This design comes from an exercise in tuning for small area on the open sky130 flow, not from production work. In this exercise RTL edits were held to simulation tests only and were not proved equivalent to the original.

// top_fft
module top_fft(clk
               ,rst_n
               ,ena_fft
               ,ena_mag
               ,data_rd_int_01
               ,data_rd_int_02
               ,data_rd_int_03
               ,data_rd_int_04
               ,data_rd_int_05
               ,data_rd_int_06
               ,data_w_real
               ,data_w_image
               ,wr_ena_int_01        
               ,wr_ena_int_02
               ,wr_ena_int_03
               ,wr_ena_int_04
               ,wr_ena_int_05
               ,wr_ena_int_06
               ,addr_mem_int_01
               ,addr_mem_int_02
               ,addr_mem_int_03
               ,addr_mem_int_04
               ,addr_mem_int_05
               ,addr_mem_int_06
               ,addr_input
               ,addr_w
               ,data_wr_int_01
               ,data_wr_int_02
               ,data_wr_int_03
               ,data_wr_int_04
               ,data_wr_int_05
               ,data_wr_int_06
               ,data_input
               ,stage_number
               ,max_point_fft
               ,max_point_fft_core
               );
Size in the first run: about 4600 cells after synthesis, about 620 I/O pins, roughly 36000 sq um of cells after synthesis.
Settings: LEC_CHECK=0, ABC_AREA=1, CAP_MARGIN=20, CORE_MARGIN=2, CORE_UTILIZATION=30, CTS_BUF_LIST=sky130_fd_sc_hd__clkbuf_4, PLACE_DENSITY=0.4, SLEW_MARGIN=20; clock period 30.0 ns.
standard.sh (not shown) runs the stock make flow with config.mk's settings and CLKGATE_MAP_FILE= SYNTH_SCRIPT=/design/flow/synth_recipe.tcl, a recipe that flattens the netlist after the stock synthesis.
==> flow/flow/run.sh <==
#!/bin/bash
set -euo pipefail
bash standard.sh "BUFFER_PORTS_ARGS=-buffer_cell sky130_fd_sc_hd__buf_1" finish > layout.log 2>&1
The baseline passed the timing, design-rule and antenna checks.
Change:
Settings changed: CORE_UTILIZATION 30 to 50, CTS_BUF_LIST sky130_fd_sc_hd__clkbuf_4 to sky130_fd_sc_hd__clkbuf_16, CTS_CLUSTER_DIAMETER from default to 80, CTS_CLUSTER_SIZE from default to 24, PLACE_DENSITY 0.4 to 0.6.
After rerunning: Design area is lower by about 4.3%; maximum frequency is lower by about 0.6%; count of clock-buffer cells in the layout is lower by 170; sequential share of layout area is higher by 1.3 points; wire length is lower by 15%.

wip/delta:
Starting RTL as in the previous note.
==> flow/design.v (excerpt) <==
module top_fft(clk
               ,rst_n
               ,ena_fft
               ,ena_mag
               ,data_rd_int_01
               ,data_rd_int_02
               ,data_rd_int_03
               ,data_rd_int_04
               ,data_rd_int_05
               ,data_rd_int_06
               ,data_w_real
               ,data_w_image
               ,wr_ena_int_01        
               ,wr_ena_int_02
               ,wr_ena_int_03
               ,wr_ena_int_04
               ,wr_ena_int_05
               ,wr_ena_int_06
               ,addr_mem_int_01
               ,addr_mem_int_02
               ,addr_mem_int_03
               ,addr_mem_int_04
               ,addr_mem_int_05
               ,addr_mem_int_06
               ,addr_input
               ,addr_w
               ,data_wr_int_01
               ,data_wr_int_02
               ,data_wr_int_03
               ,data_wr_int_04
               ,data_wr_int_05
               ,data_wr_int_06
               ,data_input
               ,stage_number
               ,max_point_fft
               ,max_point_fft_core
               );
parameter ADDR_WIDTH = 12;
parameter DATA_WIDTH = 32;
input clk;
input rst_n;
input ena_fft;
input [3:0]stage_number;
input [ADDR_WIDTH-1:0]max_point_fft;
input [15:0]max_point_fft_core;
  ...
Settings: LEC_CHECK=0, ABC_AREA=1, CAP_MARGIN=20, CORE_MARGIN=2, CORE_UTILIZATION=30, CTS_BUF_LIST=sky130_fd_sc_hd__clkbuf_16, CTS_CLUSTER_DIAMETER=80, CTS_CLUSTER_SIZE=24, PLACE_DENSITY=0.4, SLEW_MARGIN=20; clock period 30.0 ns.
Scripts as last shown in full above: flow/flow/run.sh
wip/delta was carried through to the last stage, and its layout satisfied the timing, design-rule and antenna checks.
Relative to wip/delta, the following input files were edited for wip/pepper:
- SLEW_MARGIN changed from 20 to 0
- CTS_BUF_LIST changed from sky130_fd_sc_hd__clkbuf_16 to sky130_fd_sc_hd__clkbuf_4
- CAP_MARGIN changed from 20 to 0
- CTS_CLUSTER_SIZE removed (was 24)
- CTS_CLUSTER_DIAMETER removed (was 80)
Findings:
Comparing wip/pepper against wip/delta, there is no change at all in total die area. Setup slack: wip/pepper less than wip/delta. wip/pepper finished end to end and its layout was clean on timing, DRC and antenna. Side by side, post-route worst hold slack turned out lower in wip/pepper than in wip/delta. Summary of wip/pepper over wip/delta: via count shows an increase of 2.4%; cell count saw an increase; all-layer global routing usage up 0.47 points; total length of routed wires grew by 1.2%.
> inputs changed (wip/pepper -> wip/violet)
- CTS_BUF_LIST now sky130_fd_sc_hd__clkbuf_8, was sky130_fd_sc_hd__clkbuf_4
- CAP_MARGIN now 20, was 0
- CTS_CLUSTER_SIZE now 14, previously not set
- SLEW_MARGIN now 20, was 0
- CTS_CLUSTER_DIAMETER now 60, previously not set
--- outcome ---
wip/violet completed end to end with timing, DRC and antenna clean.
From wip/pepper to wip/violet the numbers moved as follows: routed metal-1 wire length did not really move; met2 track demand over resource now larger; layout net count went down by 1.4%.
Number of non-clock buffers across wip/pepper and wip/violet: no real change.
From wip/pepper to wip/violet the numbers moved as follows: core utilization shows a reduction of 0.42 points; setup slack after layout shows a reduction of 74 ps.
Cmp wip/pepper and wip/violet / worst hold slack / lower: wip/pepper
wip/violet — sequential cell area share 0.36 points higher, wip/pepper as reference

## what the ideal ports hide
The results above use ideal ports. As a check the final layouts listed here were re-extracted and re-timed, cells and wires unchanged. Step 1: set_driving_cell puts a clkbuf_16 on clk and a buf_2 on each other input, an assumption about the parent block. Step 2 adds t to the input delays and takes it off the output delays; t is the mean of the earliest and latest rising clock arrival at the registers after step 1. Input paths then give back, and output paths get back, about the clock's delay inside the block. Three values: ideal, step 1, step 2; two values: the first two.
| run | t, ns | setup slack, ns | latest minus earliest clock arrival (ns) | worst data-port slew with drivers (ns) |
|---|---|---|---|---|
| the first run of note 1 | 1.020 | 5.100 / 5.138 / 4.118 | 0.084 / 0.083 | 0.14 |
| the second run of note 1 | 0.646 | 4.954 / 4.957 / 4.311 | 0.019 / 0.020 | 0.14 |
| wip/delta | 0.707 | 5.041 / 5.083 / 4.376 | 0.067 / 0.067 | 0.16 |
| wip/pepper | 1.014 | 5.000 / 5.038 / 4.023 | 0.083 / 0.083 | 0.15 |
| wip/violet | 0.774 | 4.926 / 4.965 / 4.191 | 0.105 / 0.105 | 0.16 |
After both steps setup and hold are still met in every run listed. The setup slack of the first run of note 1, which loses most, moves by +0.038 ns with the drivers and by -0.982 ns with both steps.
